This design comes from an exercise in tuning for small area and a short achievable clock period on the open sky130 flow, not from production work.
In this exercise RTL edits were held to simulation tests only and were not proved equivalent to the original.
Power is estimated from default activity; no workload was simulated.

==> design/flow/config.mk <==
export PLATFORM = sky130hd
export DESIGN_NAME = fp_add
export DESIGN_NICKNAME = fp_add
export VERILOG_FILES = /design/flow/design.v
export SDC_FILE = /design/flow/constraint.sdc
export NUM_CORES = 4
export LEC_CHECK = 0
export ABC_AREA = 1
export CAP_MARGIN = 20
export CORE_MARGIN = 2
export CORE_UTILIZATION = 40
export CTS_CLUSTER_DIAMETER = 80
export CTS_CLUSTER_SIZE = 30
export PLACE_DENSITY = 0.6
export SETUP_SLACK_MARGIN = 1.3
export SLEW_MARGIN = 20
==> design/flow/standard.sh <==
#!/bin/bash
# synth_recipe.tcl (not shown) runs the flow's synth.tcl, then flattens the netlist and writes it again
# the make line also repeats each setting of config.mk as NAME=value (left out here)
make -C /OpenROAD-flow-scripts/flow DESIGN_CONFIG=/design/flow/config.mk WORK_HOME=/design/flow/orfs CLKGATE_MAP_FILE= SYNTH_SCRIPT=/design/flow/synth_recipe.tcl "${@:-finish}"
==> design/flow/design.v <==
module fp_add (
  input  logic        clk,
  input  logic        rst,
  input  logic        in_vld,
  input  logic [31:0] a,
  input  logic [31:0] b,
  output logic        sum_vld,
  output logic [31:0] sum
);
  localparam bit CUT1 = 1;   
  localparam bit CUT2 = 1;   
  localparam bit CUT3 = 1;   
  localparam bit CUT4 = 1;   
  localparam bit CUT5 = 1;   
  function automatic logic lt32(input logic [31:0] xa, input logic [31:0] ya);
    logic [31:0] g, e;
    integer w, i;
    g = ~xa & ya;
    e = ~(xa ^ ya);
    for (w = 1; w < 32; w = w * 2)
      for (i = 0; i + w < 32; i = i + 2 * w) begin
        g[i] = g[i + w] | (e[i + w] & g[i]);
        e[i] = e[i + w] & e[i];
      end
    lt32 = g[0];
  endfunction
  function automatic logic [7:0] sub8(input logic [7:0] xa, input logic [7:0] ya);
    logic [8:0] g, p;
    logic [7:0] h;
    integer w, i;
    h = xa ^ ~ya;
    g = {xa & ~ya, 1'b1};
    p = {h, 1'b0};
    for (w = 1; w < 9; w = w * 2)
      for (i = 8; i >= 0; i--)
        if ((i / w) % 2 == 1) begin
          g[i] = g[i] | (p[i] & g[(i / w) * w - 1]);
          p[i] = p[i] & p[(i / w) * w - 1];
        end
    sub8 = h ^ g[7:0];
  endfunction
  function automatic logic [24:0] psum25(input logic [24:0] gi, input logic [24:0] pi,
                                         input logic ci);
    logic [25:0] g, p;
    integer w, i;
    g = {gi, ci};
    p = {pi, 1'b0};
    for (w = 1; w < 26; w = w * 2)
      for (i = 25; i >= 0; i--)
        if ((i / w) % 2 == 1) begin
          g[i] = g[i] | (p[i] & g[(i / w) * w - 1]);
          p[i] = p[i] & p[(i / w) * w - 1];
        end
    psum25 = pi ^ g[24:0];
  endfunction
  logic        swap, sub, ls;
  logic [31:0] x, y;
  logic [8:0]  dab, dba;
  logic [7:0]  dd;
  assign dab  = {1'b0, a[30:23]} - {1'b0, b[30:23]};
  assign dba  = {1'b0, b[30:23]} - {1'b0, a[30:23]};
  assign swap = lt32({24'd0, a[30:23]}, {24'd0, b[30:23]});
  assign x    = swap ? b : a;
  assign y    = swap ? a : b;
  assign dd   = dab[8] ? dba[7:0] : dab[7:0];
  assign sub  = a[31] ^ b[31];
  assign ls   = sub & (a[30:23] == b[30:23]) & lt32({9'd0, a[22:0]}, {9'd0, b[22:0]});
  logic        v1, s1, sub1, ls1, far1;
  logic [7:0]  e1;
  logic [22:0] mx1, my1;
  logic [4:0]  d1;
  if (CUT1) begin : g_cut1
    always_ff @(posedge clk) begin
      if (rst) v1 <= 1'b0;
      else     v1 <= in_vld;
      s1   <= ls ? b[31] : x[31];
      e1   <= x[30:23];
      mx1  <= x[22:0];
      my1  <= y[22:0];
      d1   <= dd[4:0];
      far1 <= dd[7:5] != 3'd0;
      sub1 <= sub;
      ls1  <= ls;
    end
  end else begin : g_nocut1
    assign v1   = in_vld;
    assign s1   = ls ? b[31] : x[31];
    assign e1   = x[30:23];
    assign mx1  = x[22:0];
    assign my1  = y[22:0];
    assign d1   = dd[4:0];
    assign far1 = dd[7:5] != 3'd0;
    assign sub1 = sub;
    assign ls1  = ls;
  end
  logic [23:0] ys;
  logic [24:0] xo, yo, gg, pp;
  assign ys = far1 ? 24'd0 : ({1'b1, my1} >> d1);
  assign xo = {2'b01, mx1} ^ {25{ls1}};
  assign yo = {1'b0, ys} ^ {25{sub1 & ~ls1}};
  assign gg = xo & yo;
  assign pp = xo ^ yo;
  logic        v2, s2, c2;
  logic [7:0]  e2;
  logic [24:0] g2, p2;
  if (CUT2) begin : g_cut2
    always_ff @(posedge clk) begin
      if (rst) v2 <= 1'b0;
      else     v2 <= v1;
      s2 <= s1;
      e2 <= e1;
      g2 <= gg;
      p2 <= pp;
      c2 <= sub1;
    end
  end else begin : g_nocut2
    assign v2 = v1;
    assign s2 = s1;
    assign e2 = e1;
    assign g2 = gg;
    assign p2 = pp;
    assign c2 = sub1;
  end
  logic [24:0] u;
  assign u = psum25(g2, p2, c2);
  logic        v3, s3;
  logic [7:0]  e3;
  logic [24:0] u3;
  if (CUT3) begin : g_cut3
    always_ff @(posedge clk) begin
      if (rst) v3 <= 1'b0;
      else     v3 <= v2;
      s3 <= s2;
      e3 <= e2;
      u3 <= u;
    end
  end else begin : g_nocut3
    assign v3 = v2;
    assign s3 = s2;
    assign e3 = e2;
    assign u3 = u;
  end
  logic [24:0] n1, n2, n3;
  logic [2:0]  lzh;
  assign lzh[2] = u3[24:9] == 16'd0;
  assign n1     = lzh[2] ? {u3[8:0], 16'd0} : u3;
  assign lzh[1] = n1[24:17] == 8'd0;
  assign n2     = lzh[1] ? {n1[16:0], 8'd0} : n1;
  assign lzh[0] = n2[24:21] == 4'd0;
  assign n3     = lzh[0] ? {n2[20:0], 4'd0} : n2;
  logic        v4, s4;
  logic [7:0]  e4;
  logic [2:0]  lzh4;
  logic [24:0] n34;
  if (CUT4) begin : g_cut4
    always_ff @(posedge clk) begin
      if (rst) v4 <= 1'b0;
      else     v4 <= v3;
      s4  <= s3;
      e4   <= e3 + 8'd1;
      lzh4 <= lzh;
      n34  <= n3;
    end
  end else begin : g_nocut4
    assign v4  = v3;
    assign s4  = s3;
    assign e4   = e3 + 8'd1;
    assign lzh4 = lzh;
    assign n34  = n3;
  end
  logic [24:0] n4, n5;
  logic [1:0]  lzl;
  assign lzl[1] = n34[24:23] == 2'd0;
  assign n4     = lzl[1] ? {n34[22:0], 2'd0} : n34;
  assign lzl[0] = !n4[24];
  assign n5     = lzl[0] ? {n4[23:0], 1'b0} : n4;
  logic        nz;
  logic [31:0] res;
  assign nz  = n5[24];
  assign res = {s4 & nz, sub8(e4, {3'd0, lzh4, lzl}) & {8{nz}}, n5[23:1]};
  if (CUT5) begin : g_cut5
    always_ff @(posedge clk) begin
      if (rst) sum_vld <= 1'b0;
      else     sum_vld <= v4;
      sum <= res;
    end
  end else begin : g_nocut5
    assign sum_vld = v4;
    assign sum     = res;
  end
endmodule
==> design/flow/constraint.sdc <==
create_clock -name core_clock -period 3.5 [get_ports {clk}]
set_input_delay 0.7000 -clock core_clock [delete_from_list [all_inputs] [get_ports {clk}]]
set_output_delay 0.7000 -clock core_clock [all_outputs]
set_load 0.01 [all_outputs]
==> design/flow/flow/run.sh <==
#!/bin/bash
# The standard layout, with the ports buffered by the smallest plain buffer
# (buf_1) instead of the delay buffer ORFS picks by default.
set -euo pipefail
bash standard.sh BUFFER_PORTS_ARGS="-buffer_cell sky130_fd_sc_hd__buf_1" finish > standard.log 2>&1
==> results of run 1 <==
cells in the mapped netlist, drive strengths merged (5+ instances only):
cell / count
or2: 8
clkbuf: 33
mux2i: 21
nand3: 75
nand2: 347
a31oi: 5
inv: 132
xnor2: 13
ha: 73
a21o: 6
nor2: 106
a21boi: 5
dfxtp: 230
a21oi: 77
buf: 15
o21ai: 125
xor2: 61
nand3b: 5
cell type report:
type	count	area, um^2	share of cell area
Clock buffer	17	383	0.0308
Timing Repair inverter	1	7.51	0.000604
Timing Repair Buffer	126	631	0.0507
Sequential cell	230	4610	0.371
Tap cell	335	419	0.0337
Clock inverter	5	83.8	0.00674
Multi-Input combinational cell	958	5780	0.465
Inverter	134	519	0.0417
routing by layer:
layer  vias up  share of wire
met4         0          0.026
met2       187           0.47
met3        39          0.041
li1       4580              -
met5         -              0
met1      3686           0.46
cells by family (layout without fill, tap and decap cells):
family	count (synthesis)	in the layout	share of synthesized area
fa+ha+maj	77	77	0.0927
buf+inv	182	283	0.0667
flops	230	230	0.430
mux	22	22	0.0207
xor+xnor	74	74	0.0605
simple gates	549	555	0.216
compound gates	230	230	0.114
power by group through the flow:
| stage | Combinational [uW] | Sequential [uW] | Clock (uW) |
|---|---|---|---|
| 2_1_floorplan | 2200 | 3880 | 0 |
| 3_3_place_gp | 2910 | 3940 | 0 |
| 3_5_place_dp | 2940 | 3950 | 0 |
| 4_1_cts | 3020 | 3890 | 1820 |
| 5_1_grt | 3600 | 3990 | 1920 |
| 6_report | 3150 | 3900 | 1750 |
cell usage in the layout (no fill, tap or decap), types with 15 or more instances in the layout:
| cell | instances |
|---|---|
| buf_4 | 21 |
| ha_1 | 66 |
| o21ai_0 | 87 |
| nand2_2 | 15 |
| buf_1 | 98 |
| inv_1 | 123 |
| a21oi_2 | 21 |
| o21ai_1 | 35 |
| nand3_1 | 67 |
| a21oi_1 | 56 |
| dfxtp_1 | 224 |
| xor2_1 | 61 |
| nand2_1 | 326 |
| nor2_1 | 91 |
| clkbuf_16 | 15 |
| mux2i_1 | 21 |
flip-flops by register name, summed over array words and instances, names as in the netlist, 3 cells and up:
| name | cells |
|---|---|
| d1 | 5 |
| e1 | 8 |
| e2 | 8 |
| e3 | 8 |
| e4 | 8 |
| g2 | 24 |
| lzh4 | 3 |
| mx1 | 23 |
| my1 | 23 |
| n34 | 25 |
| p2 | 25 |
| sum | 32 |
| u3 | 25 |
through the flow:
stage                     total power (uW)  cells  utilization  hold WS [ns]  setup slack [ns]
after CTS                             8730   1794        0.465         0.325              1.30
final                                 8800   1806        0.475         0.325              1.38
after floorplan                       6080   1364            -         0.310              1.30
after detailed placement              6890   1765        0.444         0.312             0.689
after global routing                  9510   1806        0.475         0.327              1.25
after global placement                6850   1765        0.444         0.312             0.705
timing repair:
item,4_1_cts,5_1_grt
cloned,3,4
hold buffers,0,0
setup buffers,4,8
pin swaps,3,15
setup endpoints to repair,56,65
gates resized for setup,6,50
endpoints found under the hold margin,0,0
worst paths after layout:
kind | slack (ns) | end | startpoint
min reg2reg | 0.33 | e2[0]$_DFF_P_ | e1[0]$_DFF_P_
max reg2reg | 1.38 | n34[12]$_DFF_P_ | u3[17]$_DFF_P_
min | 0.33 | e2[0]$_DFF_P_ | e1[0]$_DFF_P_
max | 1.38 | n34[12]$_DFF_P_ | u3[17]$_DFF_P_
==> summary.txt, run 1 <==
status timing/DRC/antenna clean; CP delay by family, top simple AND/OR/NAND/NOR gates; CP peak stage delay 0.33 ns; prevailing post-synth register cell dfxtp_1; crit path max fanout 12; htree depth 1; post-DP HPWL 17,500 um; Skew-Pair Late Insertion Delay 0.49 ns; Switch Pwr 3310 uW; root buffer cell clkbuf_16; switch share 0.376; first-pass GRT wire length 36,600 um; Die Span Y 168 um; WP buf/inv 1; Area Growth Syn to Fin 16.1%; critical path depth 13; layout filler cell count 2,613; power share of the clock group 0.199; met2 GRT Util 0.272; die width 168 um; Power per Cell Area 707 nW/um^2; DRC viols 0; Gate power share 0.358; CTS tree built; initial antenna violation count 0; M3 GR Usage 0.0246; Synth Net Count 1,508; crit path DAT 2.48 ns; top post-synthesis cells by area dfxtp_1 (43%), nand2_1 (12%), ha_1 (8.5%); Diodes inserted 0; Worst R2R Path Depth 13; Nets 1,609; Final Cycle Share 0.605; RD Place Congestion 0.912; CTS Buf Count 14; Vias/cell 4.70; grt ovf 0; IO Port Bufs 99; count of cell types in the netlist 42; RSZ-0062 raised after global routing no; core area 26,200 um^2; Most Crowded Layer GR met2; cell count of the worst hold path 0; Routed WL 22,400 um; Detail Route Antenna Nets 0; vias in the first global route 7,870; Max-Cap Viols 0; First-pass DRT Iterations 5; total global routing track utilization 0.156; # setup viols final 0; Power Internal 5490 uW; number of synthesized flops with an enable pin 0; Hold Path Class reg2reg; share of layout cells above drive strength 1 0.105; register share of total power 0.443; Async SR Flop Fraction 0; syn avg cell area 7.86 um^2; final hold vios 0; Worst Tran Pin Value 0.577 ns; final slew viol count 0; Synthesis Warnings 1; Clock Skews 0.0210 ns; # IOs 100; worst-path cell chain nor2_1 > nand2_2 > nor2_4 > nand3b_1 > nand2_2 > nand2_1 > nor2_4 > nand3_2 > nand2_4 > nor2_8 > buf_4 > nand3_1 > nand2_1; Worst Setup Path Type reg2reg; total number of vias 8,492; post-synthesis sequential area ratio 0.430; largest area contributor in the netlist dfxtp_1; Crit-path slowest cell dfxtp_1; CP required 3.87 ns; met1 Use GR 0.200; DP Area 11,600 um^2; largest net degree at the start of global routing 31; Max VDD drop 0.000282 V; fin area 12,400 um^2; Worst-path clk slew 0.10 ns; Period minus WS final 2.12 ns; DR iter-0 viols 421; Initial Util 0.409; synthesized area 10,700 um^2; post-synthesis cell count 1,364; Synth top area share 0.430; # rows 59; fmax 472 MHz; final setup TNS 0 ns; Worst Setup Start Kind register; LEAKAGE 0.00581 uW; count of clock tree sinks 230; Worst slew margin 0.615; DR WL/cell 12.4 um; post-synthesis register bit count 230; crit end category register; Die Area 28,100 um^2; maximum clock insertion buffer count 3
==> run 2, diff against run 1 <==
--- a/design/flow/config.mk
+++ b/design/flow/config.mk
@@ -9,8 +9,9 @@
 export CAP_MARGIN = 20
 export CORE_MARGIN = 2
 export CORE_UTILIZATION = 40
-export CTS_CLUSTER_DIAMETER = 80
-export CTS_CLUSTER_SIZE = 30
+export CTS_BUF_LIST = sky130_fd_sc_hd__clkbuf_4 sky130_fd_sc_hd__clkbuf_8
+export CTS_CLUSTER_DIAMETER = 50
+export CTS_CLUSTER_SIZE = 16
 export PLACE_DENSITY = 0.6
-export SETUP_SLACK_MARGIN = 1.3
+export SETUP_SLACK_MARGIN = 1.5
 export SLEW_MARGIN = 20
==> run 2 against run 1 <==
Critical endpoint is now n34[20]$_DFF_P_. Largest power group unchanged. Power is 4.9% higher. Die area stayed put. Critical path depth stayed put. Count of clock-buffer cells in the layout is 12 higher. Combinational power is 11% higher. Utilization is 2.3 points higher. Register-to-register slack better by 0.04 ns. Cell count is 2.0% higher. Setup slack better by 0.040 ns. Non-clock buffer count is 17 higher. Sequential cell count stayed put.
==> summary.txt, run 2 <==
status timing/DRC/antenna clean; Power, Total 9230 uW (+4.9%); Nets 1,635 (+1.6%); Worst R2R Path Depth 13 (unchanged); maximum clock insertion buffer count 3 (unchanged); Synthesis Warnings 1 (unchanged); DRC viols 0 (unchanged); count of cell types in the netlist 42 (unchanged); Final Non-Filler Cells 1,843 (+2.0%); Worst Setup Path Type reg2reg; DP Area 11,600 um^2 (-0.48%); first-pass GRT wire length 38,600 um (+5.5%); grt ovf 0 (unchanged); CP peak stage delay 0.33 ns (about the same); worst-path cell chain nor2_2 > nand2_2 > nor2_4 > nand3b_1 > nand2_2 > nand2_2 > nor2_4 > nand3_2 > nand2_4 > nor2_8 > buf_6 > nand3_1 > nand2_1; Vias/cell 4.81 (+2.3%); R2R Path Start u3[18]$_DFF_P_; post-synthesis register bit count 230 (unchanged); post-DP HPWL 17,200 um (-1.9%); Worst slew margin 0.607 (-0.00770); fmax 481 MHz (+1.9%); initial antenna violation count 0 (unchanged); worst setup path start u3[18]$_DFF_P_; post-synthesis sequential area ratio 0.430 (unchanged); Cell Count Post-Placement 1,757 (-0.45%); CP required 3.94 ns (+0.07 ns); htree depth 1 (unchanged); # IOs 100 (unchanged); final setup TNS 0 ns (unchanged); DR WL/cell 12.8 um (+3.0%); Die Span Y 168 um (unchanged); Hold Path Class reg2reg; DR iter-0 viols 456 (+8.3%); Max VDD drop 0.000254 V (-10%); Area Growth Syn to Fin 21.6%; Top reg by flops sum; Die Area 28,100 um^2 (unchanged); # rows 59 (unchanged); Max-Cap Viols 0 (unchanged); IO Port Bufs 99 (unchanged); max reg flops 32 (unchanged); crit end category register; final hold vios 0 (unchanged); Crit-path slowest cell dfxtp_2; top post-synthesis cells by area dfxtp_1 (43%), nand2_1 (12%), ha_1 (8.5%); most frequent cells in the layout nand2_1 (310), dfxtp_1 (216), inv_1 (122); # setup viols final 0 (unchanged); prevailing post-synth register cell dfxtp_1; Clock Skews 0.0330 ns (+0.0120 ns); Routed WL 23,600 um (+5.1%); crit path max fanout 6 (-6); most frequent CP cell nand2_2; Worst R2R End n34[20]$_DFF_P_; CTS Buf Count 24 (+10); most frequent cell after synthesis nand2_1; RD Place Congestion 0.882 (-3.3%); syn avg cell area 7.86 um^2 (unchanged); Diodes inserted 0 (unchanged); Period minus WS final 2.08 ns (-0.0400 ns); vias in the first global route 8,351 (+6.1%); Detail Route Antenna Nets 0 (unchanged); CTS tree built; Initial Util 0.409 (unchanged); Worst-path clk slew 0.09 ns (about the same); total global routing track utilization 0.164 (+0.00808); total number of vias 8,864 (+4.4%); RSZ-0062 raised after global routing yes; Synth top area share 0.430 (unchanged); Power per Cell Area 708 nW/um^2 (+0.15%); post-synthesis cell count 1,364 (unchanged); largest net degree at the start of global routing 55 (+77%); die width 168 um (unchanged); Synth Net Count 1,508 (unchanged); count of clock tree sinks 230 (unchanged); hold buffer count at cts 0 (unchanged); share of layout cells above drive strength 1 0.178 (+0.0737); core area 26,200 um^2 (unchanged); Final Cycle Share 0.594 (-0.0114); root buffer cell clkbuf_8; largest area contributor in the netlist dfxtp_1; final slew viol count 0 (unchanged); fin area 13,000 um^2 (+4.7%); crit path DAT 2.52 ns (+0.04 ns); synthesized area 10,700 um^2 (unchanged); Async SR Flop Fraction 0 (unchanged); Skew-Pair Late Insertion Delay 0.57 ns (+0.08 ns); CP Capture Point n34[20]$_DFF_P_; Worst Tran Pin Value 0.588 ns (+0.0115 ns); number of synthesized flops with an enable pin 0 (unchanged); Worst Setup Start Kind register; LEAKAGE 0.00597 uW (+2.8%); reg2reg setup slack 1.42 ns (+0.04 ns); Post-synth top cells nand2_1 (337), dfxtp_1 (230), inv_1 (126), nor2_1 (100), o21ai_0 (89); commonest non-fill, non-tap cell in the layout nand2_1; WHS 0.329 ns (+0.00380 ns); First-pass DRT Iterations 6 (+1)
==> run 2: cell types whose count changed in the layout (fill, tap and decap cells not counted), sizes merged <==
cell      previous run  this run
buf                124       140
clkbuf              19        31
clkinvlp             2         6
clkinv               4         7
bufbuf               0         1
bufinv               0         1
inv                134       135
nand3               76        75
==> run 2: cell families after synthesis <==
family                     Yosys count  share of synthesized area
AOI/OAI and AO/OA                  230                      0.114
xor gates and xnor gates            74                     0.0605
adders and majority gates           77                     0.0927
buffers and inverters              182                     0.0667
DFF                                230                      0.430
muxes                               22                     0.0207
and+or+nand+nor                    549                      0.216
==> run 2: critical path, delay by kind of cell, from the launching register on <==
family | cells | cell delay [ns]
buffers and inverters | 1 | 0.14
DFF | 1 | 0.33
and+or+nand+nor | 12 | 1.48
==> run 2: metrics by stage <==
step / setup WS, ns / util
after global routing: 1.29 / 0.497
after floorplan: 1.31 / -
after detailed placement: 0.784 / 0.442
after global placement: 0.829 / 0.442
final: 1.42 / 0.497
after CTS: 1.46 / 0.482
==> run 2: worst min path at each step <==
| stage | startpoint | to | slack [ns] | cells past startpoint |
|---|---|---|---|---|
| 2_1_floorplan | e1[0]$_DFF_P_ | e2[0]$_DFF_P_ | 0.31 | 0 |
| 3_3_place_gp | e1[4]$_DFF_P_ | e2[4]$_DFF_P_ | 0.31 | 0 |
| 3_5_place_dp | e2[4]$_DFF_P_ | e3[4]$_DFF_P_ | 0.31 | 0 |
| 4_1_cts | in_vld | v1$_SDFF_PP0_ | 0.31 | 3 |
| 5_1_grt | in_vld | v1$_SDFF_PP0_ | 0.33 | 3 |
| 6_report | e1[4]$_DFF_P_ | e2[4]$_DFF_P_ | 0.33 | 0 |
==> run 2: layout make-up <==
type	count	area, um^2
well taps	335	419
flip-flops and latches	230	4630
fillers	2603	13200
clock inverters	14	144
clock buffers	29	380
repair buffers	143	840
multi-input cells	957	6070
inverters	134	539
repair inverters	1	7.51
==> run 2: layer usage <==
| layer | vias up | track usage | wire length [um] |
|---|---|---|---|
| li1 | 4650 | - | - |
| met1 | 3941 | 0.197 | 10500 |
| met5 | - | 0 | 0 |
| met4 | 0 | 0.0567 | 755 |
| met3 | 58 | 0.0262 | 964 |
| met2 | 215 | 0.297 | 11400 |
==> run 2: power breakdown <==
group / leakage, uW / switching, uW / total (uW) / internal, uW
registers: 0.00193 / 482 / 3930 / 3450
clock network: 0.000260 / 958 / 1800 / 837
logic: 0.00378 / 2090 / 3500 / 1410
total: 0.00597 / 3530 / 9230 / 5690
==> run 2: timing repair <==
| item | 4_1_cts | 5_1_grt |
|---|---|---|
| endpoints found under the setup margin | 90 | 81 |
| gates cloned | 11 | 1 |
| setup buffers | 22 | 9 |
| pin swaps | 29 | 35 |
| gates resized for setup | 77 | 91 |
==> run 3, diff against run 2 <==
--- a/design/flow/design.v
+++ b/design/flow/design.v
@@ -142,11 +142,13 @@
   end
   logic [24:0] n1, n2, n3;
   logic [2:0]  lzh;
+  logic [3:0] z4;
   assign lzh[2] = u3[24:9] == 16'd0;
+  assign lzh[1] = lzh[2] ? u3[8:1] == 8'd0 : u3[24:17] == 8'd0;
+  assign z4     = {u3[24:21] == 4'd0, u3[16:13] == 4'd0, u3[8:5] == 4'd0, !u3[0]};
+  assign lzh[0] = z4[~lzh[2:1]];
   assign n1     = lzh[2] ? {u3[8:0], 16'd0} : u3;
-  assign lzh[1] = n1[24:17] == 8'd0;
   assign n2     = lzh[1] ? {n1[16:0], 8'd0} : n1;
-  assign lzh[0] = n2[24:21] == 4'd0;
   assign n3     = lzh[0] ? {n2[20:0], 4'd0} : n2;
   logic        v4, s4;
   logic [7:0]  e4;
==> design/flow/config.mk (replaced) <==
export PLATFORM = sky130hd
export DESIGN_NAME = fp_add
export DESIGN_NICKNAME = fp_add
export VERILOG_FILES = /design/flow/design.v
export SDC_FILE = /design/flow/constraint.sdc
export NUM_CORES = 4
export LEC_CHECK = 0
export ABC_AREA = 1
export CAP_MARGIN = 20
export CORE_MARGIN = 2
export CORE_UTILIZATION = 40
export CTS_CLUSTER_DIAMETER = 80
export CTS_CLUSTER_SIZE = 30
export PLACE_DENSITY = 0.6
export SETUP_SLACK_MARGIN = 1.3
export SLEW_MARGIN = 20
==> run 3 against run 2 <==
Still clean. Utilization is 4.1 points lower. Register-to-register slack improved by 0.05 ns. Cell count grew 0.76%. Sequential power barely moved. Area after synthesis grew 2.7%. Worst hold slack worse by 0.017 ns. Non-clock buffer count fell by 27. Sequential share of layout area is 2.0 points higher. Die area up 2.6%. Power is 5.2% lower. Clock skew grew 0.012 ns. Via count is 0.38% lower.
==> summary.txt, run 3 <==
status timing/DRC/antenna clean; CP delay by family, top compound AO/OA/AOI/OAI gates; Worst slew margin 0.582 (-0.0251); syn avg cell area 7.74 um^2 (-1.6%); Diodes inserted 0 (unchanged); commonest non-fill, non-tap cell in the layout nand2_1; # setup viols final 0 (unchanged); maximum clock insertion buffer count 3 (unchanged); first-pass GRT wire length 39,300 um (+1.6%); final setup TNS 0 ns (unchanged); Die Span Y 170 um (+1.3%); share of layout cells above drive strength 1 0.0653 (-0.113); htree depth 1 (unchanged); total number of vias 8,830 (-0.38%); layout filler cell count 2,692 (+3.4%); Area Growth Syn to Fin 11.6%; Synth top area share 0.418 (-0.0113); Worst Tran Pin Value 0.627 ns (+0.0383 ns); top post-synthesis cells by area dfxtp_1 (42%), nand2_1 (13%), ha_1 (8.3%); Worst-path clk slew 0.10 ns (about the same); DR WL/cell 13.1 um (+2.5%); setup ws final 1.38 ns (-0.0391 ns); Hold Path Class reg2reg; Clock Skews 0.0455 ns (+0.0125 ns); crit end category register; largest net degree at the start of global routing 93 (+69%); post-DP HPWL 18,200 um (+5.8%); vias in the first global route 8,163 (-2.3%); Final Cycle Share 0.605 (+0.0112); Power per Cell Area 712 nW/um^2 (+0.57%); Top reg by flops sum; Crit-path slowest cell a21oi_1; Synth Net Count 1,567 (+3.9%); # IOs 100 (unchanged); Routed WL 24,300 um (+3.2%); Max-Cap Viols 0 (unchanged); hold buffer count at cts 0 (unchanged); CP required 3.93 ns (about the same); number of synthesized flops with an enable pin 0 (unchanged); count of clock tree sinks 230 (unchanged); most frequent cell after synthesis nand2_1; post-synthesis cell count 1,423 (+4.3%); final hold vios 0 (unchanged); Detail Route Antenna Nets 0 (unchanged); Period minus WS final 2.12 ns (+0.0391 ns); max reg flops 32 (unchanged); post-synthesis register bit count 230 (unchanged); DR iter-0 viols 486 (+6.6%); grt ovf 0 (unchanged); Worst Setup Start Kind input port; CTS tree built; worst slack at placement 0.813 ns (+0.0288 ns); core area 27,000 um^2 (+2.8%); CP peak stage delay 0.54 ns (+0.21 ns); Vias/cell 4.75 (-1.1%); DRC viols 0 (unchanged); crit path max fanout 23 (+17); most frequent cells in the layout nand2_1 (378), dfxtp_1 (226), inv_1 (143); prevailing post-synth register cell dfxtp_1; worst-path cell chain buf_1 > inv_1 > ha_1 > a21oi_1 > o211ai_4 > clkbuf_16 > o21ai_0; Die Area 28,900 um^2 (+2.6%); Nets 1,652 (+1.0%); crit path DAT 2.54 ns (+0.02 ns); post-synthesis sequential area ratio 0.418 (-0.0113); Skew-Pair Late Insertion Delay 0.51 ns (-0.06 ns); WHS 0.312 ns (-0.0167 ns); DP Area 11,600 um^2 (-0.16%); total global routing track utilization 0.164 (about the same); CTS Buf Count 15 (-38%); synthesized area 11,000 um^2 (+2.7%); initial antenna violation count 0 (unchanged); final slew viol count 0 (unchanged); WP buf/inv 3 (+2); Worst Setup Path Type in2reg; count of cell types in the netlist 46 (+9.5%); Max VDD drop 0.000306 V (+21%); Initial Util 0.408 (-0.000526); First-pass DRT Iterations 5 (-1); # rows 60 (+1.7%); root buffer cell clkbuf_16; Synthesis Warnings 1 (unchanged); RD Place Congestion 0.882 (about the same); largest area contributor in the netlist dfxtp_1; Post-synth top cells nand2_1 (378), dfxtp_1 (230), inv_1 (145), nand3_1 (94), nor2_1 (89); die width 170 um (+1.3%); IO Port Bufs 99 (unchanged); fmax 472 MHz (-1.8%); Async SR Flop Fraction 0 (unchanged); fin area 12,300 um^2 (-5.7%); RSZ-0062 raised after global routing yes; LEAKAGE 0.00589 uW (-1.4%)
[run 3: power breakdown]
part / switching (uW) / total [uW] / internal, uW
combinational: 1850 / 2950 / 1100
clock: 970 / 1870 / 901
sequential: 495 / 3930 / 3440
[run 3: repair_timing]
item,CTS,global route
endpoints found under the setup margin,60,100
hold endpoints to repair,0,0
buffers inserted,0,5
cloned,3,7
gates resized for setup,6,12
pin swaps,1,0
[run 3: path summary, 6_finish.rpt]
kind,from,endpoint,slack [ns],depth (start not counted)
setup / recovery,a[28],mx1[20]$_DFF_P_,1.38,7
hold / removal,e2[7]$_DFF_P_,e3[7]$_DFF_P_,0.31,0
setup reg to reg,n34[23]$_DFF_P_,sum[26]$_DFF_P_,1.47,11
hold reg to reg,e2[7]$_DFF_P_,e3[7]$_DFF_P_,0.31,0
[run 3: cell type report]
type                            count  area (um^2)  area share
Clock buffer                       17          403      0.0328
Clock inverter                      8          126      0.0103
Inverter                          154          596      0.0485
Multi-Input combinational cell    989         5550       0.452
Sequential cell                   230         4610       0.376
Tap cell                          341          427      0.0347
Timing Repair Buffer              116          556      0.0452
Timing Repair inverter              2         15.0     0.00122
[run 3: stage by stage]
step                total power, uW  std cells   util
floorplan                      6040       1423      -
global placement               6820       1817  0.429
detailed placement             6850       1817  0.429
CTS                            8770       1845  0.450
global route                   9510       1857  0.456
finish                         8750       1857  0.456
[run 3: layer usage]
layer	wire [um]	global-route usage	up-vias
li1	-	-	4712
met1	11500	0.220	3899
met2	11500	0.280	196
met3	986	0.0221	23
met4	348	0.0401	0
met5	0	0	-
[run 3: cell families (layout without fill, tap and decap cells)]
logic type	count (synthesis)	after routing	synth area share
and+or+nand+nor	610	610	0.231
DFF	230	230	0.418
buffers and inverters	207	297	0.0827
adders and majority gates	77	77	0.0902
muxes	20	20	0.0182
AOI/OAI and AO/OA	215	218	0.109
xor gates and xnor gates	64	64	0.0509
==> run 4, diff against run 3 <==
--- a/design/flow/config.mk
+++ b/design/flow/config.mk
@@ -9,8 +9,9 @@
 export CAP_MARGIN = 20
 export CORE_MARGIN = 2
 export CORE_UTILIZATION = 40
-export CTS_CLUSTER_DIAMETER = 80
-export CTS_CLUSTER_SIZE = 30
+export CTS_BUF_LIST = sky130_fd_sc_hd__clkbuf_8
+export CTS_CLUSTER_DIAMETER = 60
+export CTS_CLUSTER_SIZE = 20
 export PLACE_DENSITY = 0.6
 export SETUP_SLACK_MARGIN = 1.3
 export SLEW_MARGIN = 20
==> run 4 against run 3 <==
Power decreased by 3.4%. Fmax rose by 2.9%. Setup slack better by 0.059 ns. Highest routed layer unchanged. Sequential cell count unchanged. Routed wire length fell by 2.0%. Critical path depth is 1 lower. Largest cell class unchanged. Utilization fell by 0.56 points. Sequential power is essentially flat. Worst hold slack improved by 0.018 ns. Die area unchanged. Global-route usage down 0.10 points. Synthesized cell count unchanged.
==> summary.txt, run 4 <==
crit end category register; status timing/DRC/antenna clean; htree depth 1 (unchanged); worst setup path start d1[3]$_DFF_P_; Worst Setup Path Type reg2reg; Power, Total 8450 uW (-3.4%); LEAKAGE 0.00582 uW (-1.1%); Max-Cap Viols 0 (unchanged); vias in the first global route 8,164 (+0.012%); adder-cell share of the synthesized area 0.0902 (unchanged); total number of vias 8,752 (-0.88%); final hold vios 0 (unchanged); IO Port Bufs 99 (unchanged); Synth top area share 0.418 (unchanged); worst-path cell chain clkinvlp_2 > nand3_1 > a21oi_1 > nand3_1 > nand2_1 > ha_1; fmax 486 MHz (+2.9%); fin area 12,100 um^2 (-1.2%); CTS Buf Count 20 (+5); initial antenna violation count 0 (unchanged); Worst slew margin 0.622 (+0.0395); Synth Area in Compound Gates 0.109 (unchanged); most frequent cells in the layout nand2_1 (378), dfxtp_1 (226), inv_1 (146); Vias/cell 4.70 (-1.3%); DRC viols 0 (unchanged); Clock Skews 0.0274 ns (-0.0181 ns); area share of and/or/nand/nor cells after synthesis 0.231 (unchanged); most frequent CP cell nand3_1; Worst Tran Pin Value 0.567 ns (-0.0599 ns); R2R Path Start d1[3]$_DFF_P_; maximum clock insertion buffer count 3 (unchanged); Async SR Flop Fraction 0 (unchanged); # IOs 100 (unchanged); largest area contributor in the netlist dfxtp_1; crit path max fanout 20 (-13%); mux contribution to synthesized area 0.0182 (unchanged); CTS tree built; Initial Util 0.408 (unchanged); Crit-path slowest cell dfxtp_2; syn avg cell area 7.74 um^2 (unchanged); largest family of logic cells by synthesized area simple AND/OR/NAND/NOR gates; commonest non-fill, non-tap cell in the layout nand2_1; Period minus WS final 2.06 ns (-0.0588 ns); number of synthesized flops with an enable pin 0 (unchanged); Routed WL 23,800 um (-2.0%); Skew-Pair Late Insertion Delay 0.55 ns (+0.04 ns); max reg flops 32 (unchanged); final slew viol count 0 (unchanged); post-DP HPWL 18,200 um (unchanged); first-pass GRT wire length 39,100 um (-0.32%); total global routing track utilization 0.163 (-0.00101); RSZ-0062 raised after global routing no; crit path DAT 2.50 ns (-0.04 ns); Diodes inserted 0 (unchanged); hold path startpoint e2[7]$_DFF_P_; Area Growth Syn to Fin 10.2%; Nets 1,653 (+0.061%); most frequent cell after synthesis nand2_1; DP Area 11,600 um^2 (unchanged); count of clock tree sinks 230 (unchanged); count of cell types in the netlist 46 (unchanged); die width 170 um (unchanged); core area 27,000 um^2 (unchanged); Die Span Y 170 um (unchanged); post-synthesis cell count 1,423 (unchanged); post-synthesis sequential area ratio 0.418 (unchanged); grt ovf 0 (unchanged); synthesized area 11,000 um^2 (unchanged); post-synthesis register bit count 230 (unchanged); largest net degree at the start of global routing 93 (unchanged); CP peak stage delay 0.60 ns (+0.06 ns); root buffer cell clkbuf_8; DR iter-0 viols 445 (-8.4%); Die Area 28,900 um^2 (unchanged); Synth Net Count 1,567 (unchanged); Post-synth top cells nand2_1 (378), dfxtp_1 (230), inv_1 (145), nand3_1 (94), nor2_1 (89); First-pass DRT Iterations 6 (+1); prevailing post-synth register cell dfxtp_1; top post-synthesis cells by area dfxtp_1 (42%), nand2_1 (13%), ha_1 (8.3%); final setup TNS 0 ns (unchanged); Max VDD drop 0.000249 V (-19%); # setup viols final 0 (unchanged); Worst Setup Start Kind register; hold buffer count at cts 0 (unchanged); Top reg by flops sum; xor and xnor fraction of the mapped netlist area 0.0509 (unchanged); Power per Cell Area 697 nW/um^2 (-2.2%); DR WL/cell 12.8 um (-2.4%); Worst-path clk slew 0.11 ns (about the same); Final Cycle Share 0.588 (-0.0168); share of layout cells above drive strength 1 0.0696 (+0.00430); Hold Path Class reg2reg; WHS 0.330 ns (+0.0177 ns); Detail Route Antenna Nets 0 (unchanged); Synthesis Warnings 1 (unchanged); RD Place Congestion 0.882 (unchanged); CP required 3.94 ns (about the same); # rows 60 (unchanged)
## run 4: cell counts after synthesis
Identical to the previous run, type by type.
## run 4: layer usage
layer	vias up	part of all wire	track usage
met5	-	0	0
met4	0	0.022	0.0401
met3	36	0.035	0.0198
met2	173	0.46	0.280
met1	3828	0.48	0.218
li1	4715	-	-
## run 4: cell type report
| type | count | area (um^2) |
|---|---|---|
| tap | 341 | 427 |
| clock buffer | 20 | 275 |
| timing repair inverter | 2 | 12.5 |
| timing repair buffer | 113 | 508 |
| multi-input combinational | 988 | 5550 |
| clock inverter | 16 | 151 |
| fill | 2733 | 14800 |
| sequential | 230 | 4610 |
| inverter | 154 | 593 |
## run 4: critical path: cells and delay by family, from the launching register on
family                   cells  cell delay, ns
AO/OA/AOI/OAI                1            0.12
adder cells (fa/ha/maj)      1            0.28
buffers and inverters        1            0.49
flip-flops                   1            0.60
AND/OR/NAND/NOR              3            0.44
## run 4: where the power goes
group,leakage (uW),internal [uW],total [uW],switching (uW)
logic,0.00367,1080,2930,1850
clock network,0.000221,615,1600,981
registers,0.00193,3440,3930,491
## run 4: final timing paths
kind                                       to  slack, ns  depth (start not counted)
worst max-delay path            p2[1]$_DFF_P_       1.44                          6
worst min-delay path            e3[7]$_DFF_P_       0.33                          0
worst max register to register  p2[1]$_DFF_P_       1.44                          6
worst min register to register  e3[7]$_DFF_P_       0.33                          0
## run 4: logic make-up (layout without fill, tap and decap cells)
| family | Yosys count | in the layout |
|---|---|---|
| simple gates | 610 | 610 |
| flops | 230 | 230 |
| compound gates | 215 | 217 |
| buf+inv | 207 | 305 |
| fa+ha+maj | 77 | 77 |
| xor+xnor | 64 | 64 |
| mux | 20 | 20 |
## run 4: repair_timing
item / CTS / global route
cloned: 1 / 5
endpoints found under the setup margin: 49 / 105
gates resized for setup: 5 / 14
pin swaps: 1 / 1
buffers inserted: 0 / 5
## run 4: per-stage QoR
stage          utilization  setup WS (ns)  std cells
2_1_floorplan            -           1.30       1423
6_report             0.450           1.44       1864
3_5_place_dp         0.429          0.813       1817
4_1_cts              0.445           1.30       1854
3_3_place_gp         0.429          0.884       1817
5_1_grt              0.450           1.30       1864
==> run 5, diff against run 4 <==
--- a/design/flow/config.mk
+++ b/design/flow/config.mk
@@ -13,5 +13,5 @@
 export CTS_CLUSTER_DIAMETER = 60
 export CTS_CLUSTER_SIZE = 20
 export PLACE_DENSITY = 0.6
-export SETUP_SLACK_MARGIN = 1.3
+export SETUP_SLACK_MARGIN = 1.5
 export SLEW_MARGIN = 20
==> run 5 against run 4 <==
Critical path type unchanged. Clock power rose by 11%. Still clean. Utilization grew 1.4 points. Via count grew 0.70%. Worst hold slack worse by 0.0070 ns. First-iteration DRC count shrank 12%. Die area unchanged.
==> summary.txt, run 5 <==
status timing/DRC/antenna clean; Max-Cap Viols 0 (unchanged); Power Internal 5420 uW (+5.5%); Routed WL 23,900 um (+0.35%); Skew-Pair Late Insertion Delay 0.55 ns (about the same); Worst Tran Pin Value 0.562 ns (-0.00494 ns); Post-synth top cells nand2_1 (378), dfxtp_1 (230), inv_1 (145), nand3_1 (94), nor2_1 (89); Nets 1,663 (+0.60%); Hold Path Class reg2reg; # setup viols final 0 (unchanged); Power per Cell Area 704 nW/um^2 (+1.0%); DR iter-0 viols 393 (-12%); post-DP HPWL 18,000 um (-1.1%); Worst R2R Path Depth 11 (+5); RD Place Congestion 0.903 (+2.4%); number of synthesized flops with an enable pin 0 (unchanged); Worst Setup Start Kind register; Worst-path clk slew 0.11 ns (about the same); # rows 60 (unchanged); mux contribution to synthesized area 0.0182 (unchanged); DP Area 11,600 um^2 (+0.40%); share of layout cells above drive strength 1 0.103 (+0.0336); initial antenna violation count 0 (unchanged); area share of and/or/nand/nor cells after synthesis 0.231 (unchanged); crit end category register; die width 170 um (unchanged); largest family of logic cells by synthesized area simple AND/OR/NAND/NOR gates; Final Cycle Share 0.560 (-0.0280); area of the multi-input gates 5700 um^2 (+2.6%); top post-synthesis cells by area dfxtp_1 (42%), nand2_1 (13%), ha_1 (8.3%); Async SR Flop Fraction 0 (unchanged); RSZ-0062 raised after global routing yes; xor and xnor fraction of the mapped netlist area 0.0509 (unchanged); switch share 0.385 (-0.00804); First-pass DRT Iterations 5 (-1); Clock Skews 0.0320 ns (+0.00468 ns); Die Area 28,900 um^2 (unchanged); Diodes inserted 0 (unchanged); synthesized area 11,000 um^2 (unchanged); CTS tree built; layout filler cell count 2,738 (+0.18%); Synth Net Count 1,567 (unchanged); Initial Util 0.408 (unchanged); total number of vias 8,813 (+0.70%); Final Non-Filler Cells 1,872 (+0.43%); grt ovf 0 (unchanged); most frequent cell after synthesis nand2_1; DRC viols 0 (unchanged); syn avg cell area 7.74 um^2 (unchanged); post-synthesis sequential area ratio 0.418 (unchanged); Cell Count Post-Placement 1,816 (-0.055%); Max VDD drop 0.000259 V (+4.0%); Vias/cell 4.71 (+0.27%); final slew viol count 0 (unchanged); cell count of the worst hold path 0 (unchanged); max reg flops 32 (unchanged); Area Growth Syn to Fin 13.6%; Top reg by flops sum; most frequent cells in the layout nand2_1 (369), dfxtp_1 (224), inv_1 (138); root buffer cell clkbuf_8; LEAKAGE 0.00595 uW (+2.2%); first-pass GRT wire length 38,700 um (-0.99%); Switch Pwr 3390 uW (+2.0%); final setup TNS 0 ns (unchanged); FF+latch area 4620 um^2 (+0.16%); fmax 510 MHz (+5.0%); fin area 12,500 um^2 (+3.0%); Die Span Y 170 um (unchanged); power share of the clock group 0.202 (+0.013); Worst slew margin 0.625 (+0.00320); adder-cell share of the synthesized area 0.0902 (unchanged); Period minus WS final 1.96 ns (-0.0981 ns); DR WL/cell 12.8 um (about the same); register share of total power 0.448 (-0.016); largest net degree at the start of global routing 50 (-46%); IO Port Bufs 99 (unchanged); htree depth 1 (unchanged); prevailing post-synth register cell dfxtp_1; core area 27,000 um^2 (unchanged); largest area contributor in the netlist dfxtp_1; count of clock tree sinks 230 (unchanged); Gate power share 0.350 (+0.003); CTS Buf Count 20 (unchanged); maximum clock insertion buffer count 3 (unchanged); post-synthesis register bit count 230 (unchanged); commonest non-fill, non-tap cell in the layout nand2_1; Worst Setup Path Type reg2reg; Synthesis Warnings 1 (unchanged); crit path DAT 2.40 ns (-0.10 ns); total global routing track utilization 0.163 (-0.000448); count of cell types in the netlist 46 (unchanged); # IOs 100 (unchanged); vias in the first global route 8,035 (-1.6%); post-synthesis cell count 1,423 (unchanged); final hold vios 0 (unchanged); Synth Area in Compound Gates 0.109 (unchanged); CP required 3.94 ns (about the same); Detail Route Antenna Nets 0 (unchanged); Synth top area share 0.418 (unchanged); crit path max fanout 7 (-65%)
-- run 5: cell counts after synthesis --
No cell type changed its count.
-- run 5: metal layers --
layer	wire length (um)	track usage	vias to the layer above	share of wire
li1	-	-	4735	-
met1	11400	0.217	3843	0.48
met2	11000	0.274	191	0.46
met3	919	0.0219	44	0.038
met4	665	0.0491	0	0.028
met5	0	0	-	0
-- run 5: final timing paths --
check                                       to  slack (ns)           from
worst max-delay path            p2[11]$_DFF_P_        1.54  d1[0]$_DFF_P_
worst min-delay path             e2[3]$_DFF_P_        0.32  e1[3]$_DFF_P_
worst min register to register   e2[3]$_DFF_P_        0.32  e1[3]$_DFF_P_
worst max register to register  p2[11]$_DFF_P_        1.54  d1[0]$_DFF_P_
-- run 5: power by group through the flow --
stage	registers [uW]	logic [uW]	clock network [uW]
floorplan	3880	2190	0
global placement	4000	2820	0
detailed placement	4000	2850	0
CTS	3950	2930	1840
global route	4030	3560	1950
finish	3940	3080	1780
-- run 5: area by class of cell --
class                           instances  area share
Clock buffer                           22      0.0242
Clock inverter                         12      0.0148
Inverter                              154      0.0488
Multi-Input combinational cell        987       0.456
Sequential cell                       230       0.370
Tap cell                              341      0.0341
Timing Repair Buffer                  124      0.0515
Timing Repair inverter                  2     0.00120
-- run 5: what timing repair did --
item / in CTS / in global routing
gates resized for setup: 19 / 47
hold buffers: 0 / 0
gates cloned: 5 / 1
pin swaps: 1 / 8
setup buffers: 1 / 15
setup endpoints to repair: 121 / 105
-- run 5: cells by family (layout without fill, tap and decap cells) --
group,after synthesis,in the layout
multiplexers,20,20
AND/OR/NAND/NOR,610,610
buffers and inverters,207,314
AO/OA/AOI/OAI,215,216
flip-flops,230,230
adder cells (fa/ha/maj),77,77
XOR/XNOR,64,64
-- run 5: metrics by stage --
stage          worst slack (ns)  hold slack, ns   util  power (uW)
2_1_floorplan              1.39           0.310      -        6070
3_3_place_gp              0.774           0.312  0.430        6820
3_5_place_dp              0.756           0.312  0.430        6850
4_1_cts                    1.47           0.314  0.452        8720
5_1_grt                    1.41           0.319  0.464        9540
6_report                   1.54           0.323  0.464        8800
-- run 5: critical path, cell delays in order, from the launching register on --
cell and delay [ns]:
dfxtp_4 0.41, buf_4 0.16, or2_2 0.29, o21ai_2 0.07, nand2_1 0.08, nand2_2 0.08
nand2_1 0.07, nand2_1 0.07, nand2_1 0.06, nand3_1 0.15, xor2_2 0.17, ha_1 0.25
==> run 6, diff against run 5 <==
--- a/design/flow/config.mk
+++ b/design/flow/config.mk
@@ -9,9 +9,10 @@
 export CAP_MARGIN = 20
 export CORE_MARGIN = 2
 export CORE_UTILIZATION = 40
-export CTS_BUF_LIST = sky130_fd_sc_hd__clkbuf_8
-export CTS_CLUSTER_DIAMETER = 60
-export CTS_CLUSTER_SIZE = 20
+export CTS_BUF_LIST = sky130_fd_sc_hd__clkbuf_4 sky130_fd_sc_hd__clkbuf_8
+export CTS_CLUSTER_DIAMETER = 50
+export CTS_CLUSTER_SIZE = 16
+export GPL_ROUTABILITY_DRIVEN = 0
 export PLACE_DENSITY = 0.6
-export SETUP_SLACK_MARGIN = 1.5
+export SETUP_SLACK_MARGIN = 1.3
 export SLEW_MARGIN = 20
==> run 6 against run 5 <==
Critical endpoint is now p2[6]$_DFF_P_. First-iteration DRC count increased by 19%. Utilization decreased by 1.1 points. Non-clock buffer count decreased by 12. Cell count decreased by 0.16%. Clock skew decreased by 0.0098 ns. Global-route usage decreased by 0.89 points. Still clean on timing, DRC and antenna. Sequential cell count unchanged. Setup slack got worse by 0.11 ns.
==> summary.txt, run 6 <==
status timing/DRC/antenna clean; total global routing track utilization 0.154 (-0.00891); Cell Count Post-Placement 1,817 (+0.055%); count of cell types in the netlist 46 (unchanged); hold path startpoint e1[3]$_DFF_P_; Max VDD drop 0.000278 V (+7.1%); fmax 484 MHz (-5.2%); share of layout cells above drive strength 1 0.0720 (-0.0312); FF+latch area 4610 um^2 (-0.16%); Synth Net Count 1,567 (unchanged); # IOs 100 (unchanged); Async SR Flop Fraction 0 (unchanged); htree depth 1 (unchanged); Top reg by flops sum; Max-Cap Viols 0 (unchanged); Power per Cell Area 711 nW/um^2 (+1.0%); Final Cycle Share 0.591 (+0.0306); post-synthesis cell count 1,423 (unchanged); post-synthesis sequential area ratio 0.418 (unchanged); first-pass GRT wire length 36,900 um (-4.7%); largest net degree at the start of global routing 99 (+98%); Worst Tran Pin Value 0.556 ns (-0.00560 ns); commonest non-fill, non-tap cell in the layout nand2_1; final setup TNS 0 ns (unchanged); final slew viol count 0 (unchanged); layout filler cell count 2,765 (+0.99%); Final Non-Filler Cells 1,869 (-0.16%); Worst R2R Path Depth 12 (+1); die width 170 um (unchanged); DR WL/cell 12.2 um (-4.6%); vias in the first global route 8,040 (+0.062%); WHS 0.318 ns (-0.00543 ns); setup ws final 1.43 ns (-0.107 ns); maximum clock insertion buffer count 3 (unchanged); Routed WL 22,800 um (-4.7%); Diodes inserted 0 (unchanged); worst slack at placement 0.860 ns (+0.105 ns); Worst-path clk slew 0.09 ns (-0.02 ns); reg2reg setup slack 1.43 ns (-0.11 ns); # setup viols final 0 (unchanged); Post-synth top cells nand2_1 (378), dfxtp_1 (230), inv_1 (145), nand3_1 (94), nor2_1 (89); crit end category register; area of the multi-input gates 5520 um^2 (-3.2%); Nets 1,656 (-0.42%); post-synthesis register bit count 230 (unchanged); Hold Path Class reg2reg; CP required 3.95 ns (about the same); LEAKAGE 0.00584 uW (-1.8%); largest area contributor in the netlist dfxtp_1; crit path max fanout 19 (+12); Worst R2R End p2[6]$_DFF_P_; CTS tree built; count of clock tree sinks 230 (unchanged); Period minus WS final 2.07 ns (+0.107 ns); Power, Total 8680 uW (-1.4%); RSZ-0062 raised after global routing yes; total number of vias 8,827 (+0.16%); final hold vios 0 (unchanged); Vias/cell 4.72 (+0.32%); # rows 60 (unchanged); core area 27,000 um^2 (unchanged); most frequent cells in the layout nand2_1 (378), dfxtp_1 (226), inv_1 (143); grt ovf 0 (unchanged); Worst Setup Start Kind register; prevailing post-synth register cell dfxtp_1; Initial Util 0.408 (unchanged); initial antenna violation count 0 (unchanged); syn avg cell area 7.74 um^2 (unchanged); DR iter-0 viols 468 (+19%); Worst Setup Path Type reg2reg; Synthesis Warnings 1 (unchanged); synthesized area 11,000 um^2 (unchanged); IO Port Bufs 99 (unchanged); Clock Skews 0.0223 ns (-0.00976 ns); Die Area 28,900 um^2 (unchanged); First-pass DRT Iterations 5 (unchanged); crit path DAT 2.52 ns (+0.12 ns); most frequent cell after synthesis nand2_1; DRC viols 0 (unchanged); cell count of the worst hold path 0 (unchanged); R2R Path Start d1[0]$_DFF_P_; number of synthesized flops with an enable pin 0 (unchanged); Area Growth Syn to Fin 10.9%; root buffer cell clkbuf_8; Die Span Y 170 um (unchanged); post-DP HPWL 17,600 um (-2.2%); Worst slew margin 0.629 (+0.00384); Synth top area share 0.418 (unchanged); max reg flops 32 (unchanged); hold endpoint e2[3]$_DFF_P_; Detail Route Antenna Nets 0 (unchanged); Skew-Pair Late Insertion Delay 0.56 ns (about the same); CTS Buf Count 25 (+25%); top post-synthesis cells by area dfxtp_1 (42%), nand2_1 (13%), ha_1 (8.3%)
run 6: cell counts after synthesis:
No cell type changed its count.
run 6: kinds of logic after synthesis:
| kind of cell | synth area share |
|---|---|
| DFF | 0.418 |
| and+or+nand+nor | 0.231 |
| muxes | 0.0182 |
| xor gates and xnor gates | 0.0509 |
| AOI/OAI and AO/OA | 0.109 |
| buffers and inverters | 0.0827 |
| adders and majority gates | 0.0902 |
run 6: final cells by class:
cell class | instances | share of cell area
multi-input combinational | 987 | 0.452
timing repair buffer | 112 | 0.0403
sequential | 230 | 0.378
timing repair inverter | 2 | 0.00123
tap | 341 | 0.0350
clock inverter | 13 | 0.0127
clock buffer | 30 | 0.0323
inverter | 154 | 0.0486
run 6: worst max-delay path by stage:
stage	start	endpoint
finish	d1[0]$_DFF_P_	p2[6]$_DFF_P_
global route	d1[0]$_DFF_P_	p2[0]$_DFF_P_
CTS	u3[24]$_DFF_P_	n34[5]$_DFF_P_
detailed placement	a[23]	s1$_DFF_P_
global placement	a[23]	s1$_DFF_P_
floorplan	a[23]	s1$_DFF_P_
run 6: power by group:
part	switching, uW	internal [uW]
combinational	1820	1080
clock	970	871
sequential	501	3440
run 6: worst max-delay path, cell delays in order, from the launching register on:
cell and delay [ns]:
dfxtp_4 0.42, buf_4 0.23, or2_2 0.15, o21ai_2 0.05, nand2_1 0.06, nand2_1 0.07, o21ai_0 0.30, nand2_1 0.10
nand3_1 0.11, nand2_1 0.06, nand2_1 0.05, nand2_1 0.06, ha_1 0.29
run 6: routing by layer:
layer / track usage / part of all wire / vias to the layer above
li1: - / - / 4723
met4: 0.0557 / 0.030 / 0
met5: 0 / 0 / -
met1: 0.200 / 0.47 / 3818
met2: 0.260 / 0.45 / 234
met3: 0.0221 / 0.047 / 52
run 6: metrics by stage:
stage	cell area, um^2	util
floorplan	11000	-
global placement	11600	0.429
detailed placement	11600	0.429
CTS	12100	0.450
global route	12200	0.453
finish	12200	0.453
run 6: what timing repair did:
item                                    CTS  global route
hold buffers                              0             0
cloned                                    2             3
pin swaps                                 0             1
buffers inserted                          0             4
resized for setup                         7             8
endpoints found under the setup margin   43            34
hold endpoints to repair                  0             0
==> run 7, diff against run 6 <==
--- a/design/flow/config.mk
+++ b/design/flow/config.mk
@@ -12,7 +12,6 @@
 export CTS_BUF_LIST = sky130_fd_sc_hd__clkbuf_4 sky130_fd_sc_hd__clkbuf_8
 export CTS_CLUSTER_DIAMETER = 50
 export CTS_CLUSTER_SIZE = 16
-export GPL_ROUTABILITY_DRIVEN = 0
-export PLACE_DENSITY = 0.6
+export PLACE_DENSITY = 0.75
 export SETUP_SLACK_MARGIN = 1.3
 export SLEW_MARGIN = 20
==> run 7 against run 6 <==
Clock power hardly changed. Clock skew is 0.013 ns higher. Routed wire length is 0.21% higher. Worst hold slack better by 0.0056 ns. Synthesized cell count stayed put. Highest routed layer unchanged. Power is 0.11% lower. Sequential power hardly changed. Area after synthesis stayed put. Cell count is 0.32% lower. Design area is 0.14% lower.
==> summary.txt, run 7 <==
number of synthesized flops with an enable pin 0 (unchanged); largest family of logic cells by synthesized area simple AND/OR/NAND/NOR gates; DP Area 11,500 um^2 (about the same); Routed WL 22,800 um (+0.21%); commonest non-fill, non-tap cell in the layout nand2_1; most frequent cells in the layout nand2_1 (378), dfxtp_1 (227), inv_1 (143); root buffer cell clkbuf_8; count of cell types in the netlist 46 (unchanged); Synthesis Warnings 1 (unchanged); Initial Util 0.408 (unchanged); final setup TNS 0 ns (unchanged); Nets 1,651 (-0.30%); Hold Path Class reg2reg; Worst-path clk slew 0.09 ns (about the same); area of the multi-input gates 5520 um^2 (+0.14%); Max VDD drop 0.000275 V (-0.94%); Worst Tran Pin Value 0.577 ns (+0.0208 ns); Max-Cap Viols 0 (unchanged); worst slack at placement 0.816 ns (-0.0444 ns); Period minus WS final 2.06 ns (-0.00670 ns); CP peak stage delay 0.45 ns (+0.03 ns); maximum clock insertion buffer count 3 (unchanged); Final Cycle Share 0.589 (-0.00191); final hold vios 0 (unchanged); post-synthesis register bit count 230 (unchanged); Worst Setup Start Kind register; # IOs 100 (unchanged); # setup viols final 0 (unchanged); first-pass GRT wire length 38,000 um (+2.9%); total global routing track utilization 0.157 (+0.00312); Worst slew margin 0.615 (-0.0139); die width 170 um (unchanged); # rows 60 (unchanged); prevailing post-synth register cell dfxtp_1; Worst Setup Path Type reg2reg; RD Place Congestion 0.939; Power, Total 8670 uW (-0.11%); Power per Cell Area 711 nW/um^2 (about the same); worst-path cell chain nor2_1 > inv_1 > a21oi_1 > o21ai_1 > xor2_1 > ha_1; Synth top area share 0.418 (unchanged); max reg flops 32 (unchanged); share of layout cells above drive strength 1 0.0683 (-0.00366); Post-synth top cells nand2_1 (378), dfxtp_1 (230), inv_1 (145), nand3_1 (94), nor2_1 (89); CP required 3.95 ns (about the same); reg2reg setup slack 1.44 ns (about the same); WP buf/inv 1 (unchanged); count of clock tree sinks 230 (unchanged); Top reg by flops sum; most frequent cell after synthesis nand2_1; top post-synthesis cells by area dfxtp_1 (42%), nand2_1 (13%), ha_1 (8.3%); DRC viols 0 (unchanged); IO Port Bufs 99 (unchanged); post-synthesis cell count 1,423 (unchanged); area share of and/or/nand/nor cells after synthesis 0.231 (unchanged); status timing/DRC/antenna clean; Skew-Pair Late Insertion Delay 0.55 ns (about the same); CTS tree built; critical path depth 6 (-6); htree depth 1 (unchanged); Synth Area in Compound Gates 0.109 (unchanged); Crit-path slowest cell dfxtp_1; post-DP HPWL 17,600 um (-0.11%); Die Area 28,900 um^2 (unchanged); R2R Path Start d1[4]$_DFF_P_; initial antenna violation count 0 (unchanged); CP delay by family, top flip-flops; crit end category register; RSZ-0062 raised after global routing no; Worst R2R Path Depth 6 (-6); CP Capture Point p2[12]$_DFF_P_; DR iter-0 viols 564 (+21%); xor and xnor fraction of the mapped netlist area 0.0509 (unchanged); crit path max fanout 12 (-7); worst setup path start d1[4]$_DFF_P_; Vias/cell 4.79 (+1.3%); CTS Buf Count 24 (-4.0%); final slew viol count 0 (unchanged); Diodes inserted 0 (unchanged); FF+latch area 4610 um^2 (about the same); grt ovf 0 (unchanged); Async SR Flop Fraction 0 (unchanged); fin area 12,200 um^2 (-0.14%); adder-cell share of the synthesized area 0.0902 (unchanged); Detail Route Antenna Nets 0 (unchanged); hold buffer count at cts 0 (unchanged); mux contribution to synthesized area 0.0182 (unchanged); post-synthesis sequential area ratio 0.418 (unchanged); DR WL/cell 12.3 um (+0.53%); largest area contributor in the netlist dfxtp_1; Area Growth Syn to Fin 10.7%; syn avg cell area 7.74 um^2 (unchanged); largest net degree at the start of global routing 99 (unchanged); First-pass DRT Iterations 8 (+3); crit path DAT 2.51 ns (about the same); Clock Skews 0.0354 ns (+0.0132 ns); fmax 485 MHz (+0.33%); total number of vias 8,915 (+1.0%); core area 27,000 um^2 (unchanged); layout filler cell count 2,698 (-2.4%); LEAKAGE 0.00582 uW (-0.41%); setup ws final 1.44 ns (+0.00670 ns); vias in the first global route 8,197 (+2.0%); Worst R2R End p2[12]$_DFF_P_; Synth Net Count 1,567 (unchanged); Die Span Y 170 um (unchanged); synthesized area 11,000 um^2 (unchanged)
==> run 7: changes by cell type in the layout (fill, tap and decap cells not counted), sizes merged <==
cell	previous run	this run
inv	157	153
buf	111	107
bufinv	1	2
clkinvlp	7	8
clkinv	4	6
clkbuf	31	29
==> run 7: stage by stage <==
step | instances | utilization | hold slack [ns]
after floorplan | 1423 | - | 0.310
after global placement | 1816 | 0.428 | 0.313
after detailed placement | 1816 | 0.428 | 0.312
after CTS | 1859 | 0.450 | 0.311
after global routing | 1863 | 0.452 | 0.329
final | 1863 | 0.452 | 0.323
==> run 7: cell families (layout without fill, tap and decap cells) <==
family / count (synthesis) / after routing
and+or+nand+nor: 610 / 610
DFF: 230 / 230
AOI/OAI and AO/OA: 215 / 216
buffers and inverters: 207 / 305
adders and majority gates: 77 / 77
xor gates and xnor gates: 64 / 64
muxes: 20 / 20
==> run 7: worst min path at each step <==
stage	slack, ns	startpoint	end	cells past startpoint
5_1_grt	0.33	in_vld	v1$_SDFF_PP0_	3
4_1_cts	0.31	in_vld	v1$_SDFF_PP0_	3
2_1_floorplan	0.31	e1[0]$_DFF_P_	e2[0]$_DFF_P_	0
3_3_place_gp	0.31	e1[4]$_DFF_P_	e2[4]$_DFF_P_	0
6_report	0.32	e2[4]$_DFF_P_	e3[4]$_DFF_P_	0
3_5_place_dp	0.31	e1[5]$_DFF_P_	e2[5]$_DFF_P_	0
==> run 7: power by group <==
| part | internal, uW | switching [uW] | total [uW] |
|---|---|---|---|
| sequential | 3440 | 490 | 3930 |
| clock | 909 | 943 | 1850 |
| combinational | 1070 | 1820 | 2890 |
==> run 7: area by class of cell <==
| class | instances | share of cell area |
|---|---|---|
| clock inverter | 13 | 0.0143 |
| timing repair buffer | 108 | 0.0381 |
| sequential | 230 | 0.378 |
| tap | 341 | 0.0350 |
| inverter | 154 | 0.0487 |
| multi-input combinational | 987 | 0.453 |
| clock buffer | 28 | 0.0311 |
| timing repair inverter | 2 | 0.00123 |
==> run 7: timing repair <==
action	4_1_cts	5_1_grt
pin swaps	0	1
gates cloned	2	2
resized for setup	6	10
endpoints found under the setup margin	44	65
setup buffers	0	2
==> run 7: routing by layer <==
metal	global-route usage	vias to the layer above	share of wire
met5	0	-	0
met4	0.0431	0	0.023
met3	0.0242	40	0.057
met2	0.263	253	0.45
met1	0.210	3913	0.47
li1	-	4709	-
==> run 8, diff against run 7 <==
--- a/design/flow/config.mk
+++ b/design/flow/config.mk
@@ -6,12 +6,12 @@
 export NUM_CORES = 4
 export LEC_CHECK = 0
 export ABC_AREA = 1
-export CAP_MARGIN = 20
+export CAP_MARGIN = 0
 export CORE_MARGIN = 2
 export CORE_UTILIZATION = 40
 export CTS_BUF_LIST = sky130_fd_sc_hd__clkbuf_4 sky130_fd_sc_hd__clkbuf_8
 export CTS_CLUSTER_DIAMETER = 50
 export CTS_CLUSTER_SIZE = 16
-export PLACE_DENSITY = 0.75
+export PLACE_DENSITY = 0.6
 export SETUP_SLACK_MARGIN = 1.3
-export SLEW_MARGIN = 20
+export SLEW_MARGIN = 0
==> run 8 against run 7 <==
Critical path depth up 4. Global-route usage up 0.84 points. Design area up 0.23%. Worst hold slack worse by 0.0033 ns. Largest power group unchanged.
==> summary.txt, run 8 <==
status timing/DRC/antenna clean; WP buf/inv 4 (+3); count of cell types in the netlist 46 (unchanged); Worst Setup Start Kind input port; DRC viols 0 (unchanged); core area 27,000 um^2 (unchanged); post-synthesis cell count 1,423 (unchanged); Max-Cap Viols 0 (unchanged); layout filler cell count 2,730 (+1.2%); First-pass DRT Iterations 5 (-3); Hold Path Class reg2reg; share of layout cells above drive strength 1 0.0708 (+0.00249); crit path DAT 2.46 ns (-0.05 ns); largest area contributor in the netlist dfxtp_1; Top reg by flops sum; top post-synthesis cells by area dfxtp_1 (42%), nand2_1 (13%), ha_1 (8.3%); CTS Buf Count 23 (-4.2%); Synth Net Count 1,567 (unchanged); Worst R2R End p2[6]$_DFF_P_; worst-path cell chain buf_1 > inv_1 > ha_1 > fa_2 > inv_1 > nor2_1 > o21ai_2 > o211ai_4 > buf_4 > o21ai_0; Final Non-Filler Cells 1,866 (+0.16%); post-synthesis sequential area ratio 0.418 (unchanged); CTS tree built; Die Area 28,900 um^2 (unchanged); RSZ-0062 raised after global routing no; LEAKAGE 0.00587 uW (+0.77%); count of clock tree sinks 230 (unchanged); Final Cycle Share 0.582 (-0.00685); first-pass GRT wire length 39,600 um (+4.1%); commonest non-fill, non-tap cell in the layout nand2_1; max reg flops 32 (unchanged); Detail Route Antenna Nets 0 (unchanged); Clock Skews 0.0225 ns (-0.0130 ns); Routed WL 23,800 um (+4.4%); # setup viols final 0 (unchanged); Die Span Y 170 um (unchanged); Diodes inserted 0 (unchanged); die width 170 um (unchanged); WHS 0.320 ns (-0.00329 ns); Worst-path clk slew 0.09 ns (about the same); reg2reg setup slack 1.47 ns (+0.03 ns); maximum clock insertion buffer count 3 (unchanged); DR WL/cell 12.8 um (+4.2%); crit path max fanout 6 (-6); total number of vias 8,817 (-1.1%); prevailing post-synth register cell dfxtp_1; IO Port Bufs 99 (unchanged); # IOs 100 (unchanged); hold buffer count at cts 0 (unchanged); final slew viol count 0 (unchanged); # rows 60 (unchanged); hold path startpoint e1[5]$_DFF_P_; Initial Util 0.408 (unchanged); Power, Total 8710 uW (+0.48%); Cell Count Post-Placement 1,817 (+0.055%); R2R Path Start d1[2]$_DFF_P_; initial antenna violation count 0 (unchanged); most frequent CP cell inv_1; Worst Setup Path Type in2reg; htree depth 1 (unchanged); CP required 3.93 ns (-0.02 ns); Max VDD drop 0.000215 V (-22%); setup ws final 1.46 ns (+0.0240 ns); vias in the first global route 8,252 (+0.67%); RD Place Congestion 0.882 (-6.1%); Worst Tran Pin Value 0.555 ns (-0.0224 ns); Skew-Pair Late Insertion Delay 0.55 ns (about the same); hold endpoint e2[5]$_DFF_P_; Crit-path slowest cell fa_2; total global routing track utilization 0.165 (+0.00838); post-DP HPWL 18,200 um (+3.4%); Async SR Flop Fraction 0 (unchanged); syn avg cell area 7.74 um^2 (unchanged); DR iter-0 viols 439 (-22%); most frequent cells in the layout nand2_1 (378), dfxtp_1 (226), inv_1 (143); Worst R2R Path Depth 9 (+3); root buffer cell clkbuf_8; worst slack at placement 0.813 ns (-0.00277 ns); final setup TNS 0 ns (unchanged); synthesized area 11,000 um^2 (unchanged); CP peak stage delay 0.37 ns (-0.08 ns); Nets 1,653 (+0.12%); grt ovf 0 (unchanged); Synth top area share 0.418 (unchanged); Area Growth Syn to Fin 11.0%; crit end category register; CP delay by family, top compound AO/OA/AOI/OAI gates; fmax 491 MHz (+1.2%); Post-synth top cells nand2_1 (378), dfxtp_1 (230), inv_1 (145), nand3_1 (94), nor2_1 (89); most frequent cell after synthesis nand2_1; Power per Cell Area 713 nW/um^2 (+0.26%); Worst slew margin 0.630 (+0.0149); number of synthesized flops with an enable pin 0 (unchanged); post-synthesis register bit count 230 (unchanged); final hold vios 0 (unchanged); Period minus WS final 2.04 ns (-0.0240 ns); cell count of the worst hold path 0 (unchanged); Vias/cell 4.73 (-1.3%); Synthesis Warnings 1 (unchanged); largest net degree at the start of global routing 93 (-6.1%)
-- run 8: cell counts after synthesis --
Identical to the previous run, type by type.
-- run 8: cell type report --
cell class,count,area [um^2],share of cell area
multi-input combinational,988,5540,0.454
sequential,230,4610,0.378
inverter,154,596,0.0488
timing repair buffer,110,485,0.0397
tap,341,427,0.0349
clock buffer,25,338,0.0277
clock inverter,16,200,0.0164
timing repair inverter,2,12.5,0.00102
-- run 8: how the worst max path moves through the flow --
stage | from | endpoint | slack [ns] | cells past startpoint
6_report | a[23] | e1[7]$_DFF_P_ | 1.46 | 10
2_1_floorplan | a[23] | s1$_DFF_P_ | 1.30 | 13
4_1_cts | d1[1]$_DFF_P_ | p2[5]$_DFF_P_ | 1.31 | 8
3_5_place_dp | a[28] | mx1[0]$_DFF_P_ | 0.81 | 9
3_3_place_gp | a[23] | my1[9]$_DFF_P_ | 0.88 | 11
5_1_grt | d1[0]$_DFF_P_ | p2[5]$_DFF_P_ | 1.30 | 11
-- run 8: power breakdown --
part,switching [uW],internal (uW)
registers,499,3440
logic,1830,1080
clock network,948,917
total,3280,5430
-- run 8: cell families after synthesis --
family,count (synthesis),share of synthesized area
buf+inv,207,0.0827
fa+ha+maj,77,0.0902
compound gates,215,0.109
mux,20,0.0182
flops,230,0.418
simple gates,610,0.231
xor+xnor,64,0.0509
-- run 8: worst reg2reg max path, delay by kind of cell (launching register included) --
kind            cells  cell delay (ns)
compound gates      1             0.39
flops               1             0.31
simple gates        5             0.37
buf+inv             2             0.59
fa+ha+maj           1             0.28
-- run 8: through the flow --
step,util,area [um^2]
finish,0.453,12200
CTS,0.450,12100
global placement,0.429,11600
global route,0.453,12200
floorplan,-,11000
detailed placement,0.429,11600
-- run 8: routing by layer --
| metal | vias to the layer above | part of all wire | track usage |
|---|---|---|---|
| met5 | - | 0 | 0 |
| met4 | 0 | 0.019 | 0.0457 |
| met3 | 37 | 0.044 | 0.0221 |
| met2 | 192 | 0.46 | 0.285 |
| met1 | 3865 | 0.47 | 0.217 |
| li1 | 4723 | - | - |
-- run 8: repair_timing --
action,in CTS,in global routing
resized for setup,5,12
hold endpoints to repair,0,0
pin swaps,1,0
setup endpoints to repair,53,99
buffers inserted,0,2
cloned,3,3
